This design comes from an exercise in tuning for small area, a short achievable clock period and few clock cycles per item on the open sky130 flow, not from production work. In this exercise RTL edits were held to simulation tests only and were not proved equivalent to the original.

**design/flow/run.sh**
```bash
#!/bin/bash
# synth_recipe.tcl (not shown) runs the flow's synth.tcl, then flattens the netlist and writes it again
# the make line also repeats each setting of config.mk as NAME=value (left out here)
make -C /OpenROAD-flow-scripts/flow DESIGN_CONFIG=/design/flow/config.mk WORK_HOME=/design/flow/orfs CLKGATE_MAP_FILE= SYNTH_SCRIPT=/design/flow/synth_recipe.tcl finish
```
**design/flow/config.mk**
```make
export PLATFORM = sky130hd
export DESIGN_NAME = SCPU
export DESIGN_NICKNAME = SCPU
export VERILOG_FILES = /design/flow/design.v
export SDC_FILE = /design/flow/constraint.sdc
export NUM_CORES = 4
export LEC_CHECK = 0
export CAP_MARGIN = 40
export CORE_MARGIN = 2
export CORE_UTILIZATION = 40
export SLEW_MARGIN = 40
```
**design/flow/constraint.sdc**
```tcl
create_clock -name core_clock -period 7.5 [get_ports {clk}]
set_input_delay 1.5000 -clock core_clock [delete_from_list [all_inputs] [get_ports {clk}]]
set_output_delay 1.5000 -clock core_clock [all_outputs]
set_load 0.01 [all_outputs]
```
**design/flow/design.v**
```verilog
module SCPU(
    clk,
    rst_n,
    in_valid,
    instruction,
    MEM_out,
    busy,
    out_valid,
    out0,
    out1,
    out2,
    out3,
    out4,
    out5,
    out6,
    out7,
    out8,
    out9,
    out10,
    out11,
    out12,
    out13,
    out14,
    out15,
    WEN,
    ADDR,
    MEM_in
);
input clk, rst_n, in_valid;
input [18:0] instruction;
output busy;
output reg out_valid;
output signed [15:0] out0, out1, out2, out3, out4, out5, out6, out7,
                     out8, out9, out10, out11, out12, out13, out14, out15;
input signed [15:0] MEM_out;
output reg WEN;
output signed [15:0] MEM_in;    
output reg [12:0] ADDR;         
localparam OP_R    = 3'b000;
localparam OP_MULT = 3'b001;
localparam OP_BEQ  = 3'b010;
localparam OP_ADDI = 3'b011;
localparam OP_SUBI = 3'b100;
localparam OP_SW   = 3'b101;
localparam OP_LW   = 3'b110;
localparam OP_SLT  = 3'b111;
reg [255:0] RF;
assign out0  = RF[ 0*16 +: 16]; assign out1  = RF[ 1*16 +: 16];
assign out2  = RF[ 2*16 +: 16]; assign out3  = RF[ 3*16 +: 16];
assign out4  = RF[ 4*16 +: 16]; assign out5  = RF[ 5*16 +: 16];
assign out6  = RF[ 6*16 +: 16]; assign out7  = RF[ 7*16 +: 16];
assign out8  = RF[ 8*16 +: 16]; assign out9  = RF[ 9*16 +: 16];
assign out10 = RF[10*16 +: 16]; assign out11 = RF[11*16 +: 16];
assign out12 = RF[12*16 +: 16]; assign out13 = RF[13*16 +: 16];
assign out14 = RF[14*16 +: 16]; assign out15 = RF[15*16 +: 16];
function wr_l;
    input [2:0] op;
    wr_l = (op != OP_SW);
endfunction
function [3:0] dst_l;
    input [18:0] w;
    case (w[18:16])
        OP_R:                     dst_l = w[7:4];
        OP_MULT, OP_BEQ, OP_SLT:  dst_l = w[3:0];
        default:                  dst_l = w[11:8];
    endcase
endfunction
function wr_d;
    input [2:0] op;
    wr_d = (op == OP_MULT) || (op == OP_BEQ) || (op == OP_SLT);
endfunction
function uses_rt;
    input [2:0] op;
    uses_rt = (op == OP_R) || (op == OP_MULT) || (op == OP_BEQ) ||
              (op == OP_SLT) || (op == OP_SW);
endfunction
function is_mem;
    input [2:0] op;
    is_mem = (op == OP_SW) || (op == OP_LW);
endfunction
function is_slow;
    input [2:0] op;
    is_slow = (op == OP_MULT) || (op == OP_LW);
endfunction
reg        ir_v;
reg [18:0] ir;
reg        stall;             
reg        ex_v;
reg        ex_wl, ex_wd;      
reg  [3:0] ex_dl, ex_dd;
reg        ex_mult, ex_load;
reg        ex_sub, ex_and, ex_or, ex_xor, ex_arith, ex_cmp, ex_slt;
reg [15:0] A, B;
reg        wb_v;
reg        wb_wl, wb_wd;
reg  [3:0] wb_dl, wb_dd;
reg        wb_mult, wb_load;
reg [15:0] wb_res;
reg [31:0] wb_s, wb_c;        
assign busy   = stall;
assign MEM_in = B;
wire accept = in_valid && !stall;
wire [2:0] ir_op = ir[18:16];
wire [3:0] ir_rs = ir[15:12];
wire [3:0] ir_rt = ir[11:8];
wire [7:0] ir_imm = ir[7:0];
wire [3:0] ir_func = ir[3:0];
wire       ir_wl = ir_v && wr_l(ir_op);
wire       ir_wd = ir_v && wr_d(ir_op);
wire [3:0] ir_dl = dst_l(ir);
wire [3:0] ir_dd = ir[7:4];
wire [15:0] ex_vl;
wire        ex_c;
wire [15:0] ex_vd = {15'd0, ex_c};
wire [31:0] prod = wb_s + wb_c;
wire [15:0] wb_vl = wb_mult ? prod[15:0] : (wb_load ? MEM_out : wb_res);
wire [15:0] wb_vd = wb_mult ? prod[31:16] : {15'd0, ~wb_res[0]};
function [15:0] rf_rd;
    input [255:0] rf;
    input [3:0] idx;
    rf_rd = rf[idx*16 +: 16];
endfunction
wire [15:0] rf_rs = rf_rd(RF, ir_rs);
wire [15:0] rf_rt = rf_rd(RF, ir_rt);
wire ex_l_rs = ex_wl && ex_dl == ir_rs;
wire ex_d_rs = ex_wd && ex_dd == ir_rs;
wire wb_l_rs = wb_wl && wb_dl == ir_rs;
wire wb_d_rs = wb_wd && wb_dd == ir_rs;
wire ex_l_rt = ex_wl && ex_dl == ir_rt;
wire ex_d_rt = ex_wd && ex_dd == ir_rt;
wire wb_l_rt = wb_wl && wb_dl == ir_rt;
wire wb_d_rt = wb_wd && wb_dd == ir_rt;
wire [15:0] val_rs = ex_l_rs ? ex_vl : ex_d_rs ? ex_vd :
                     wb_l_rs ? wb_vl : wb_d_rs ? wb_vd : rf_rs;
wire [15:0] val_rt = ex_l_rt ? ex_vl : ex_d_rt ? ex_vd :
                     wb_l_rt ? wb_vl : wb_d_rt ? wb_vd : rf_rt;
wire [15:0] adr_rs = wb_l_rs ? (wb_load ? MEM_out : wb_res) :
                     wb_d_rs ? {15'd0, ~wb_res[0]} : rf_rs;
wire go = ir_v && !stall;
wire [2:0] in_op = instruction[18:16];
wire [3:0] in_rs = instruction[15:12];
wire [3:0] in_rt = instruction[11:8];
wire ir_w_inrs = (ir_wl && ir_dl == in_rs) || (ir_wd && ir_dd == in_rs);
wire ir_w_inrt = (ir_wl && ir_dl == in_rt) || (ir_wd && ir_dd == in_rt);
wire ex_w_inrs = (ex_wl && ex_dl == in_rs) || (ex_wd && ex_dd == in_rs);
wire ir_slow   = is_slow(ir_op);
wire haz_new = (ir_w_inrs && (ir_slow || is_mem(in_op))) ||
               (ir_w_inrt && ir_slow && uses_rt(in_op)) ||
               (ex_w_inrs && ex_mult && is_mem(in_op));
wire haz_hold = is_mem(ir_op) && ex_mult && (ex_l_rs || ex_d_rs);
wire stall_next = stall ? haz_hold : (accept && haz_new);
wire [15:0] Bx  = B ^ {16{ex_sub}};
wire [15:0] sum = A + Bx + {15'd0, ex_sub};
wire        eq  = (A == B);
wire        lt  = (A[15] ^ B[15]) ? A[15] : sum[15];
assign      ex_c = ex_slt ? lt : eq;
assign ex_vl = ({16{ex_and}}   & (A & B)) |
               ({16{ex_or}}    & (A | B)) |
               ({16{ex_xor}}   & (A ^ B)) |
               ({16{ex_arith}} & sum) |
               {15'd0, ex_cmp & ~ex_c};
wire [16:0] bx = {B, 1'b0};
wire [31:0] pp [0:8];
wire  [7:0] bneg;
genvar gi;
generate
    for (gi = 0; gi < 8; gi = gi + 1) begin : g_booth
        wire [2:0] t   = bx[2*gi+2 : 2*gi];
        wire       one = t[1] ^ t[0];
        wire       two = (t[2] & ~t[1] & ~t[0]) | (~t[2] & t[1] & t[0]);
        wire       neg = t[2] & ~(t[1] & t[0]);
        wire [16:0] m  = ({17{one}} & {A[15], A}) | ({17{two}} & {A, 1'b0});
        wire [16:0] e  = m ^ {17{neg}};
        wire [31:0] r  = {15'd0, ~e[16], e[15:0]};
        assign bneg[gi] = neg;
        if (gi == 0) begin : g_first
            assign pp[gi] = r;
        end else begin : g_rest
            assign pp[gi] = (r << (2*gi)) | ({31'd0, bneg[gi-1]} << (2*gi-2));
        end
    end
endgenerate
assign pp[8] = 32'hAAAB0000 | ({31'd0, bneg[7]} << 14);
function [63:0] csa;
    input [31:0] x, y, z;
    reg [31:0] s, c;
    begin
        s = x ^ y ^ z;
        c = (x & y) | (x & z) | (y & z);
        csa = {c[30:0], 1'b0, s};
    end
endfunction
wire [63:0] l1a = csa(pp[0], pp[1], pp[2]);
wire [63:0] l1b = csa(pp[3], pp[4], pp[5]);
wire [63:0] l1c = csa(pp[6], pp[7], pp[8]);
wire [63:0] l2a = csa(l1a[31:0], l1a[63:32], l1b[31:0]);
wire [63:0] l2b = csa(l1b[63:32], l1c[31:0], l1c[63:32]);
wire [63:0] l3a = csa(l2a[31:0], l2a[63:32], l2b[31:0]);
wire [63:0] l4a = csa(l3a[31:0], l3a[63:32], l2b[63:32]);
always @(posedge clk or negedge rst_n) begin
    if (!rst_n) begin
        ir_v      <= 1'b0;
        stall     <= 1'b0;
        ex_v      <= 1'b0;
        ex_wl     <= 1'b0;
        ex_wd     <= 1'b0;
        wb_v      <= 1'b0;
        wb_wl     <= 1'b0;
        wb_wd     <= 1'b0;
        out_valid <= 1'b0;
        WEN       <= 1'b1;
    end
    else begin
        if (accept)      ir_v <= 1'b1;
        else if (!stall) ir_v <= 1'b0;
        stall     <= stall_next;
        ex_v      <= go;
        ex_wl     <= go && ir_wl;
        ex_wd     <= go && ir_wd;
        wb_v      <= ex_v;
        wb_wl     <= ex_wl;
        wb_wd     <= ex_wd;
        out_valid <= wb_v;
        WEN       <= !(go && ir_op == OP_SW);
    end
end
always @(posedge clk) begin
    if (accept) ir <= instruction;
    ex_dl    <= ir_dl;
    ex_dd    <= ir_dd;
    ex_mult  <= ir_op == OP_MULT;
    ex_load  <= ir_op == OP_LW;
    ex_sub   <= ir_op == OP_SUBI || ir_op == OP_BEQ || ir_op == OP_SLT ||
                (ir_op == OP_R && ir_func == 4'd4);
    ex_and   <= ir_op == OP_R && ir_func == 4'd0;
    ex_or    <= ir_op == OP_R && ir_func == 4'd1;
    ex_xor   <= ir_op == OP_R && ir_func == 4'd2;
    ex_arith <= ir_op == OP_ADDI || ir_op == OP_SUBI ||
                (ir_op == OP_R && (ir_func == 4'd3 || ir_func == 4'd4));
    ex_cmp   <= ir_op == OP_BEQ || ir_op == OP_SLT;
    ex_slt   <= ir_op == OP_SLT;
    A        <= val_rs;
    B        <= (ir_op == OP_ADDI || ir_op == OP_SUBI) ?
                {{8{ir_imm[7]}}, ir_imm} : val_rt;
    ADDR     <= adr_rs[12:0] + {5'd0, ir_imm};
    wb_dl    <= ex_dl;
    wb_dd    <= ex_dd;
    wb_mult  <= ex_mult;
    wb_load  <= ex_load;
    wb_res   <= ex_vl;
    wb_s     <= l4a[31:0];
    wb_c     <= l4a[63:32];
end
genvar gr;
generate
    for (gr = 0; gr < 16; gr = gr + 1) begin : g_rf
        always @(posedge clk or negedge rst_n) begin
            if (!rst_n)
                RF[gr*16 +: 16] <= 16'd0;
            else if (wb_wl && wb_dl == gr)
                RF[gr*16 +: 16] <= wb_vl;
            else if (wb_wd && wb_dd == gr)
                RF[gr*16 +: 16] <= wb_vd;
        end
    end
endgenerate
endmodule
```
==> summary.txt <==
- The flow ran to the end and the layout has no timing, DRC or antenna violations.
- The global routing usage summed across all routing layers is 0.331.
- Leaving out fill and tap cells, the most frequent cells in the layout are sky130_fd_sc_hd__nand2_1, sky130_fd_sc_hd__clkdlybuf4s50_1, sky130_fd_sc_hd__a21oi_1.
- Counting stages on the worst path, the most repeated cell is sky130_fd_sc_hd__nor2_1.
- Wires add up to 136 mm.
- The multi-input logic area is 0.0195 mm^2.
- The routed length per placed instance is around 29 um.
- The most frequent standard cell in the layout excluding fill and tap cells is sky130_fd_sc_hd__nand2_1.
- The number of hold-repair buffers added at the cts stage is 0.
- The number of gates resized after CTS was 0.
- The register bit total from synthesis is around 430.
- Between clock sinks in the finished design, the worst skew comes to 0.0423 ns.
- Setup repair after global routing left no endpoint under its margin.
- The number of antenna violations at the first check in global routing is 4.
- Based on the critical path, the design can be clocked at up to approximately 230 MHz.
- The port buffer count is between 300 and 400.
- The worst hold path belongs to the class flip-flop to flip-flop.
- In this run, the number of DRC markers left after iteration 0 of detailed routing was about 3.7k.
- Yosys mapped the design onto 86 distinct sky130hd cell types.
- After layout, the minimum clock period comes to 4.44 ns.
- The data arrival time of the worst path is between 4 and 5 ns.
- The tightest slew margin relative to the limit is 0.394.
- Prior to clock tree synthesis, the placed netlist has a worst setup slack of roughly 3 ns.
- The number of enable-type register cells in the synthesized netlist is 19.
- The post-route non-filler standard cell count is 4629.
- The clock tree from TritonCTS is done.
- The detailed-route wire length on metal 1 is 52.1 mm.
- The mean instance size in the synthesized netlist is slightly above 9 um^2.
- The part of the cycle the worst path needs is 0.593.
- The number of pins exceeding their max-slew limit in the final report is 0.
- The first global-routing pass estimated 198 mm of wire.
- Setup violations remaining at the end of the flow were counted as 0.
- Routed signal wires occupy layers up through met5.
- Fill cells in the final layout number ~7.2k.
- The via count of the first global-routing pass is about 28k.
- The layout cell share with drive strength beyond 1 is 0.125.
- In this design, the largest share of critical-path delay is due to compound AO/OA/AOI/OAI gates.
- The kind of end point of the critical path is a flip-flop.
- At the end of routability-driven placement, the weighted congestion stood at between 0.9 and 1.
- The cell total after placement is about 4.5k.
- The wire-length estimate of the detail-placed layout is around 100 mm.
- Once routing completed, OpenROAD measured the worst setup slack at about 3.1 ns.
- The first detailed-routing pass ran for 7 iterations.
- The CTS root buffer is sky130_fd_sc_hd__clkbuf_16.
- The clock reaches the later pin of the worst-skew pair after approximately 0.65 ns.
- The highest fanout seen on the critical path is 19.
- The tool flagged a number of max-cap violations equal to 0.
- The floorplan step set the die height to about 280 um.
- The deepest clock path buffer count is 3.
- Counting the buffers created by CTS gives 50.
- In this run the horizontal extent of the chip is between 200 and 300 um.
- The mapped cell area is a little over 0.03 mm^2.
- The maximum single-stage delay on the critical path is 0.73 ns.
- The instance count of the mapped netlist is about 3.4k.
- For this run the aggregate overflow at the end of global routing stands at 0.
- The fraction of registers with async set/reset is 0.616.
- Using the TritonRoute via totals, the vias-per-cell ratio works out to 6.29.
- After the last flow step, the layout net total stands at around 3.8k.
- The number of clock sinks is approximately 430.
- When the netlist entered floorplanning its net count stood at about 3.6k.
- The most used flip-flop cell after synthesis is sky130_fd_sc_hd__dfrtp_1.
- Wire segments on met3 add up to between 15 and 20 mm in the final route.
- The sum of met2 wire segment lengths after detailed routing is between 50 and 60 mm.
- The initialized floorplan defines roughly 100 standard-cell rows.
- The post-detailed-route count of antenna-violating nets is 0.
- The worst setup path is launched from a flip-flop.
- Across the whole layout, storage elements account for about 0.010 mm^2.
- For this run, the register share of the synthesized area comes to 0.327.
- The core region is a little under 0.08 mm^2.
- Entering global routing, the biggest net connects ~110 pins.
- The overall via count from detail_route is 29.1k.
- During I/O placement, the number of pins put on the boundary was about 330.
- For this run, the number of Yosys warnings is 1.
- The die area is 0.0801 mm^2.
- The detailed-route DRC error count is 0.
- The number of buffers and inverters on the critical path is 1.
- The slowest stage of the critical path belongs to the cell sky130_fd_sc_hd__edfxtp_1.
- The setup path with the least slack is of type flip-flop to flip-flop.
- Adding up every negative setup slack in the final design gives 0 ns.
- The required arrival time at the worst endpoint is roughly 8 ns.
- For the pin with the worst max-slew slack, the measured transition is a little over 0.9 ns.
- The number of buffers inserted to repair setup after CTS is 0.
- The initial utilization of the core area, before any placement, comes to 0.403.
- The clock transition at the registers of the reported paths is approximately 0.06 ns.
- The area growth from synthesis to layout is 19.9%.
- The critical path goes through buf_4 -> mux4_2 -> mux4_2 -> nor2_1 -> a211oi_1 -> a21o_1 -> ha_1 -> fa_1 -> a21oi_1 -> nor2_1 -> nor2_1 -> o21ai_0 -> o21ai_0 -> nand2b_1 -> a21oi_1 -> nor2_1 -> xor2_1.
- The H-tree was split into 2 levels.
- The final number of hold-violating endpoints came to 0.
==> synth_stat cells, drive strengths merged (29+ instances only) <==
| library cell | count | area (um^2) |
|---|---|---|
| o211ai | 37 | 292 |
| nor3 | 29 | 145 |
| mux4 | 160 | 3600 |
| clkbuf | 215 | 807 |
| nand3 | 64 | 320 |
| dfrtp | 265 | 6630 |
| buf | 65 | 339 |
| nand2 | 428 | 1610 |
| fa | 85 | 1700 |
| inv | 170 | 638 |
| nor2 | 289 | 1100 |
| o21ai | 152 | 764 |
| a31oi | 76 | 482 |
| ha | 142 | 1780 |
| xor2 | 125 | 1090 |
| a21oi | 289 | 1460 |
| xnor2 | 118 | 1050 |
| a22oi | 146 | 1100 |
| dfxtp | 147 | 2940 |
| a211oi | 44 | 335 |
==> metal layers <==
metal / track usage / vias to the layer above
met5: 0.0101 / -
met4: 0.157 / 4
met3: 0.103 / 449
met2: 0.500 / 2074
met1: 0.432 / 14200
li1: - / 12400
==> state kept, by name, summed over array words and instances, names as in the netlist, 4 cells and up <==
| signal | count |
|---|---|
| wb_s | 32 |
| A | 16 |
| ex_dd | 4 |
| wb_dl | 4 |
| ex_dl | 4 |
| wb_dd | 4 |
| RF | 256 |
| wb_c | 27 |
| wb_res | 16 |
| B | 16 |
| ir | 19 |
| ADDR | 13 |
==> final timing paths <==
kind	startpoint	to	slack (ns)	cells past startpoint
min reg2reg	ex_load$_DFF_P_	wb_load$_DFF_P_	0.33	0
max in group asynchronous	rst_n	RF[249]$_DFFE_PN0P_	5.38	3
min	ex_load$_DFF_P_	wb_load$_DFF_P_	0.33	0
min in group asynchronous	rst_n	RF[227]$_DFFE_PN0P_	0.72	1
max	ir[15]$_DFFE_PP_	ADDR[10]$_DFF_P_	3.06	17
max reg2reg	ir[15]$_DFFE_PP_	ADDR[10]$_DFF_P_	3.06	17
==> final cells by class <==
| class | instances | share of cell area |
|---|---|---|
| Clock inverter | 28 | 0.00781 |
| Clock buffer | 64 | 0.0371 |
| Tap cell | 1040 | 0.0349 |
| Sequential cell | 432 | 0.273 |
| Antenna cell | 3 | 0.000201 |
| Timing Repair Buffer | 423 | 0.108 |
| Inverter | 170 | 0.0171 |
| Multi-Input combinational cell | 2469 | 0.522 |
==> worst reg2reg max path, delay by kind of cell (launching register included) <==
kind                       cells  cell delay (ns)
AOI/OAI and AO/OA              6             0.98
muxes                          2             0.85
DFF                            1             0.73
adders and majority gates      2             0.65
and+or+nand+nor                5             0.53
buffers and inverters          1             0.41
xor gates and xnor gates       1             0.15
==> kinds of logic after synthesis <==
family          synth area share
flops                      0.327
mux                        0.129
buf+inv                   0.0573
simple gates               0.122
fa+ha+maj                  0.112
xor+xnor                  0.0689
compound gates             0.185
==> stage by stage <==
step                utilization  instance area [um^2]  hold WS [ns]
floorplan                     -                 31100         0.310
global placement          0.458                 35400         0.318
detailed placement        0.461                 35600         0.321
CTS                       0.483                 37300         0.336
global route              0.483                 37300         0.353
finish                    0.483                 37300         0.332
Testbench counts, summed over its fixed seeds: cycles 16,887, instructions 16,000.

==> re-timing with driven ports <==
In the flow no input, the clock included, has a driving cell. The finished layout below was timed again as built, in two steps.
Step 1 sets driving cells, clkbuf_16 on the clock port and buf_2 on the other inputs (assumed; they add their load-dependent delay and slew).
Step 2 also shifts input and output timing later by t, the mid clock arrival at the registers, as if the neighbouring blocks saw the same clock.
Slacks: ideal / step 1 / step 2; pairs: ideal / step 1.
shift t [ns]: 0.691
setup WS [ns]: 3.056 / 3.056 / 2.971
hold WS [ns]: 0.332 / 0.332 / 0.332
worst register clock-pin slew, ns: 0.07 / 0.07
worst slew at a driven data input, ns: 0.05
After both steps this run still meets setup and hold. The setup slack of this run moves by 0.000 ns with the drivers and by -0.085 ns with both steps.
